This design comes from an exercise in tuning for small area and a short achievable clock period on the open sky130 flow, not from production work.
RTL that was checked went through simulation tests only; none was proved equivalent to the original.
Power and IR drop assume default switching activity.

## fpu
module fpu #(
    parameter WIDTH = 24
)(
    input   logic clk,
    input   wire logic [WIDTH - 1:0] a,
    input   wire logic [WIDTH - 1:0] b,
    input   wire logic [3:0]         opcode,
    output  logic [WIDTH - 1:0] result
);
==> flow/config.mk <==
export PLATFORM = sky130hd
export DESIGN_NAME = fpu
export DESIGN_NICKNAME = fpu
export VERILOG_FILES = /design/flow/design.v
export SDC_FILE = /design/flow/constraint.sdc
export NUM_CORES = 4
export LEC_CHECK = 0
export CAP_MARGIN = 20
export CORE_MARGIN = 2
export CORE_UTILIZATION = 40
export SETUP_SLACK_MARGIN = 4.7
export SLEW_MARGIN = 20
export SYNTH_HIERARCHICAL = 1
export SYNTH_MINIMUM_KEEP_SIZE = 0
==> flow/constraint.sdc <==
create_clock -name core_clock -period 8.5 [get_ports {clk}]
set_input_delay 1.7000 -clock core_clock [delete_from_list [all_inputs] [get_ports {clk}]]
set_output_delay 1.7000 -clock core_clock [all_outputs]
set_load 0.01 [all_outputs]
run.sh (not shown) runs the stock make flow with config.mk's settings and CLKGATE_MAP_FILE= SYNTH_SCRIPT=/design/flow/synth_recipe.tcl, a recipe that flattens the netlist after the stock synthesis.
Edit:
==> flow/flow/run.sh (new file) <==
#!/bin/bash
# The standard layout, except that the input and output ports are
# buffered with sky130_fd_sc_hd__buf_2 cells (buffer_ports -buffer_cell)
# instead of the default delay-cell buffers. ORFS's own logs are kept
# under orfs/logs; make's output goes to standard.log.
set -euo pipefail
export BUFFER_PORTS_ARGS="-buffer_cell sky130_fd_sc_hd__buf_2"
bash standard.sh > standard.log 2>&1
==> flow/standard.sh (new file) <==
#!/bin/bash
# synth_recipe.tcl (not shown) runs the flow's synth.tcl, then flattens the netlist and writes it again
# the make line also repeats each setting of config.mk as NAME=value (left out here)
make -C /OpenROAD-flow-scripts/flow DESIGN_CONFIG=/design/flow/config.mk WORK_HOME=/design/flow/orfs CLKGATE_MAP_FILE= SYNTH_SCRIPT=/design/flow/synth_recipe.tcl "${@:-finish}"
CAP_MARGIN = 5   (was 20)
CTS_BUF_LIST = sky130_fd_sc_hd__clkbuf_4 sky130_fd_sc_hd__clkbuf_8   (was default)
SETUP_SLACK_MARGIN = 5   (was 4.7)
SLEW_MARGIN = 5   (was 20)
removed: flow/run.sh
What happened: Core utilization rises by 0.29 points; count of clock-buffer cells in the layout came out lower by 1; setup slack gets better by 0.21 ns; hold slack improved by 0.0081 ns; clock power is lower by 25%; synthesized area stays the same.
Edit:
CAP_MARGIN = 20   (was 5)
SLEW_MARGIN = 20   (was 5)
=>
- clock-buffer cell count stays the same
- design area is unchanged
- sequential power stays flat
- power does not change
- die area does not change
- fmax stays the same
- via count stays the same
- critical path depth stays the same
- core utilization is unchanged
- clock power barely changes
- register-to-register slack hardly moves
Edit:
CTS_BUF_LIST = default   (was sky130_fd_sc_hd__clkbuf_4 sky130_fd_sc_hd__clkbuf_8)
The new run passed the timing, DRC and antenna checks.
Routed wire length rose slightly.
Setup slack gets better by 0.034 ns.
Power is higher by a few percent.


the baseline:
Another version of the RTL of fpu (not shown whole).
Size: about 2,000 cells after synthesis, ~77 I/O pins, about 0.018 mm² of cells after synthesis.
## fpu
module fpu #(
    parameter WIDTH = 24
)(
    input   logic clk,
    input   wire logic [WIDTH - 1:0] a,
    input   wire logic [WIDTH - 1:0] b,
    input   wire logic [3:0]         opcode,
    output  logic [WIDTH - 1:0] result
);
make LEC_CHECK=0 CAP_MARGIN=20 CORE_MARGIN=2 CORE_UTILIZATION=60 PLACE_DENSITY=0.75 SETUP_SLACK_MARGIN=5 SLEW_MARGIN=20 SYNTH_HIERARCHICAL=1 SYNTH_MINIMUM_KEEP_SIZE=0 finish   # period 8.5 ns
Stock flow here: none of the scripts above is used.
For the candidate, these inputs were changed with respect to the baseline:
- CORE_UTILIZATION: 60 -> 40
- PLACE_DENSITY: 0.75 -> unset
==> flow/flow/run.sh (new file) <==
#!/bin/bash
# The standard layout, except that the input and output ports are
# buffered with sky130_fd_sc_hd__buf_2 cells (buffer_ports -buffer_cell)
# instead of the default delay-cell buffers. ORFS's own logs are kept
# under orfs/logs; make's output goes to standard.log.
set -euo pipefail
export BUFFER_PORTS_ARGS="-buffer_cell sky130_fd_sc_hd__buf_2"
bash standard.sh > standard.log 2>&1
==> flow/standard.sh (new file) <==
#!/bin/bash
# synth_recipe.tcl (not shown) runs the flow's synth.tcl, then flattens the netlist and writes it again
# the make line also repeats each setting of config.mk as NAME=value (left out here)
make -C /OpenROAD-flow-scripts/flow DESIGN_CONFIG=/design/flow/config.mk WORK_HOME=/design/flow/orfs CLKGATE_MAP_FILE= SYNTH_SCRIPT=/design/flow/synth_recipe.tcl "${@:-finish}"
removed: flow/run.sh
### Flow results
Summary: total power, the candidate better than the baseline. Against the baseline, number of filler instances in the final layout in the candidate rose by more than 100%. The final clock skew of the candidate is higher than that of the baseline. Compared with the baseline, the candidate shows a higher multi-input logic portion of the cell area. There was hardly any difference in areal power density over the cells between the baseline and the candidate. Between the baseline and the candidate, critical path depth is lower for the candidate, the baseline comes in above that. The candidate vs the baseline, period utilization went down by 2.1 points. Comparing the baseline and the candidate, the lower sequential share of layout area was measured on the baseline. The lower initial antenna violation count of the baseline and the candidate is in the baseline. Between the baseline and the candidate, the leakage power summed over all cells is lower for the candidate. Via count: lower on the candidate.
No run of this note included a check of the RTL's function; only the layout flow was run.


RTL: one of the versions met above, not the one the previous note started from.
Size: roughly 2000 cells after synthesis, ~77 I/O pins, ~0.018 mm² of cells after synthesis.
==> flow/design.v (excerpt) <==
module fpu #(
    parameter WIDTH = 24
)(
    input   logic clk,
    input   wire logic [WIDTH - 1:0] a,
    input   wire logic [WIDTH - 1:0] b,
    input   wire logic [3:0]         opcode,
    output  logic [WIDTH - 1:0] result
);
==> flow/config.mk <==
export PLATFORM = sky130hd
export DESIGN_NAME = fpu
export DESIGN_NICKNAME = fpu
export VERILOG_FILES = /design/flow/design.v
export SDC_FILE = /design/flow/constraint.sdc
export NUM_CORES = 4
export LEC_CHECK = 0
export CAP_MARGIN = 20
export CORE_MARGIN = 2
export CORE_UTILIZATION = 40
export CTS_BUF_LIST = sky130_fd_sc_hd__clkbuf_4 sky130_fd_sc_hd__clkbuf_8
export GPL_ROUTABILITY_DRIVEN = 0
export SETUP_SLACK_MARGIN = 5
export SLEW_MARGIN = 20
export SYNTH_HIERARCHICAL = 1
export SYNTH_MINIMUM_KEEP_SIZE = 0
==> flow/constraint.sdc <==
create_clock -name core_clock -period 8.5 [get_ports {clk}]
set_input_delay 1.7000 -clock core_clock [delete_from_list [all_inputs] [get_ports {clk}]]
set_output_delay 1.7000 -clock core_clock [all_outputs]
set_load 0.01 [all_outputs]
standard.sh (not shown) runs the stock make flow with config.mk's settings and CLKGATE_MAP_FILE= SYNTH_SCRIPT=/design/flow/synth_recipe.tcl, a recipe that flattens the netlist after the stock synthesis.
==> flow/flow/run.sh <==
#!/bin/bash
# The standard layout, except that the input and output ports are
# buffered with sky130_fd_sc_hd__buf_2 cells (buffer_ports -buffer_cell)
# instead of the default delay-cell buffers. ORFS's own logs are kept
# under orfs/logs; make's output goes to standard.log.
set -euo pipefail
export BUFFER_PORTS_ARGS="-buffer_cell sky130_fd_sc_hd__buf_2"
bash standard.sh > standard.log 2>&1
The starting point completed without violations.
==> next run, changes <==
Settings changed: GPL_ROUTABILITY_DRIVEN 0 to default, TNS_END_PERCENT from default to 10.
Outcome: Synthesized area stays the same. Maximum frequency rises slightly. Cell count rises slightly. Power is about the same. Wire length rises slightly. Via count falls slightly. Sequential power barely changes. Global-route usage rises by 0.31 points. Die area is unchanged. Register-to-register slack improves by 20 ps. First-iteration DRC count falls by a few percent.
==> next run, changes <==
==> flow/run.sh (new file) <==
#!/bin/bash
# synth_recipe.tcl (not shown) runs the flow's synth.tcl, then flattens the netlist and writes it again
# the make line also repeats each setting of config.mk as NAME=value (left out here)
make -C /OpenROAD-flow-scripts/flow DESIGN_CONFIG=/design/flow/config.mk WORK_HOME=/design/flow/orfs CLKGATE_MAP_FILE= SYNTH_SCRIPT=/design/flow/synth_recipe.tcl finish
Settings changed: CTS_BUF_LIST sky130_fd_sc_hd__clkbuf_4 sky130_fd_sc_hd__clkbuf_8 to default, TNS_END_PERCENT 10 to default.
removed: flow/flow/run.sh
removed: flow/standard.sh
Result: Worst setup slack is worse by 20 ps. Total power is higher by 4.6%. Final area rose by 1.8%. Sequential cell count does not change. Utilization went up by 0.84 points. Clock power came out higher by 33%. Combinational power increases by about 1%. Non-clock buffer count is lower by 10.
==> next run, changes <==
==> flow/flow/run.sh (new file) <==
#!/bin/bash
# The standard layout, except that:
# - the input and output ports are buffered with sky130_fd_sc_hd__buf_2 cells
#   (buffer_ports -buffer_cell) instead of the default delay-cell buffers;
# - the buffers that synthesis (ABC) inserted are removed at floorplan
#   (REMOVE_ABC_BUFFERS), leaving buffering to the placement-aware repair.
# ORFS's own logs are kept under orfs/logs; make's output goes to standard.log.
set -euo pipefail
export BUFFER_PORTS_ARGS="-buffer_cell sky130_fd_sc_hd__buf_2"
export REMOVE_ABC_BUFFERS=1
bash standard.sh > standard.log 2>&1
==> flow/standard.sh (new file) <==
#!/bin/bash
# synth_recipe.tcl (not shown) runs the flow's synth.tcl, then flattens the netlist and writes it again
# the make line also repeats each setting of config.mk as NAME=value (left out here)
make -C /OpenROAD-flow-scripts/flow DESIGN_CONFIG=/design/flow/config.mk WORK_HOME=/design/flow/orfs CLKGATE_MAP_FILE= SYNTH_SCRIPT=/design/flow/synth_recipe.tcl "${@:-finish}"
Settings changed: CTS_BUF_LIST from default to sky130_fd_sc_hd__clkbuf_4 sky130_fd_sc_hd__clkbuf_8.
removed: flow/run.sh
Outcome: The new run completed without violations; utilization grows by 0.48 points; critical path depth is higher by 2; design area came out higher by 0.98%.

static timing again, ports no longer ideal:
In the flow no input, the clock included, has a driving cell. The finished layouts below were timed again as built, in two steps. Step 1 sets driving cells, clkbuf_16 on the clock port and buf_2 on the other inputs (assumed; they add their load-dependent delay and slew). Step 2, shift: input delay + t, output delay - t, t = (earliest + latest rising clock arrival at the registers) / 2. This alone moves slack from input paths to output paths. Three values: ideal, step 1, step 2; two values: the first two.
run | t, ns | setup WS [ns] | worst hold slack (ns) | worst slew at a driven data input, ns | cell pins on the clock port's net
the first run of note 1 | 0.522 | 4.769 / 4.769 / 4.548 | 0.543 / 0.543 / 0.543 | 0.04 | 1
the second run of note 1 | 0.560 | 4.982 / 4.982 / 4.845 | 0.551 / 0.551 / 0.551 | 0.04 | 1
the third run of note 1 | 0.560 | 4.982 / 4.982 / 4.845 | 0.551 / 0.551 / 0.551 | 0.04 | 1
the fourth run of note 1 | 0.510 | 5.015 / 5.015 / 4.847 | 0.547 / 0.547 / 0.547 | 0.04 | 1
the baseline | 0.502 | 4.756 / 4.756 / 4.604 | 0.606 / 0.606 / 0.606 | 0.04 | 1
the candidate | 0.510 | 4.938 / 4.938 / 4.690 | 0.591 / 0.591 / 0.591 | 0.04 | 1
the first run of note 3 | 0.556 | 4.972 / 4.972 / 4.695 | 0.546 / 0.546 / 0.546 | 0.05 | 1
the second run of note 3 | 0.565 | 4.991 / 4.991 / 4.663 | 0.561 / 0.561 / 0.561 | 0.05 | 1
the third run of note 3 | 0.514 | 4.971 / 4.971 / 4.554 | 0.543 / 0.543 / 0.543 | 0.04 | 1
the fourth run of note 3 | 0.575 | 4.939 / 4.939 / 4.939 | 0.642 / 0.642 / 0.642 | 0.03 | 1
After both steps every run listed still meets setup and hold. The setup slack of the third run of note 3, which loses most, moves by 0.000 ns with the drivers and by -0.417 ns with both steps.
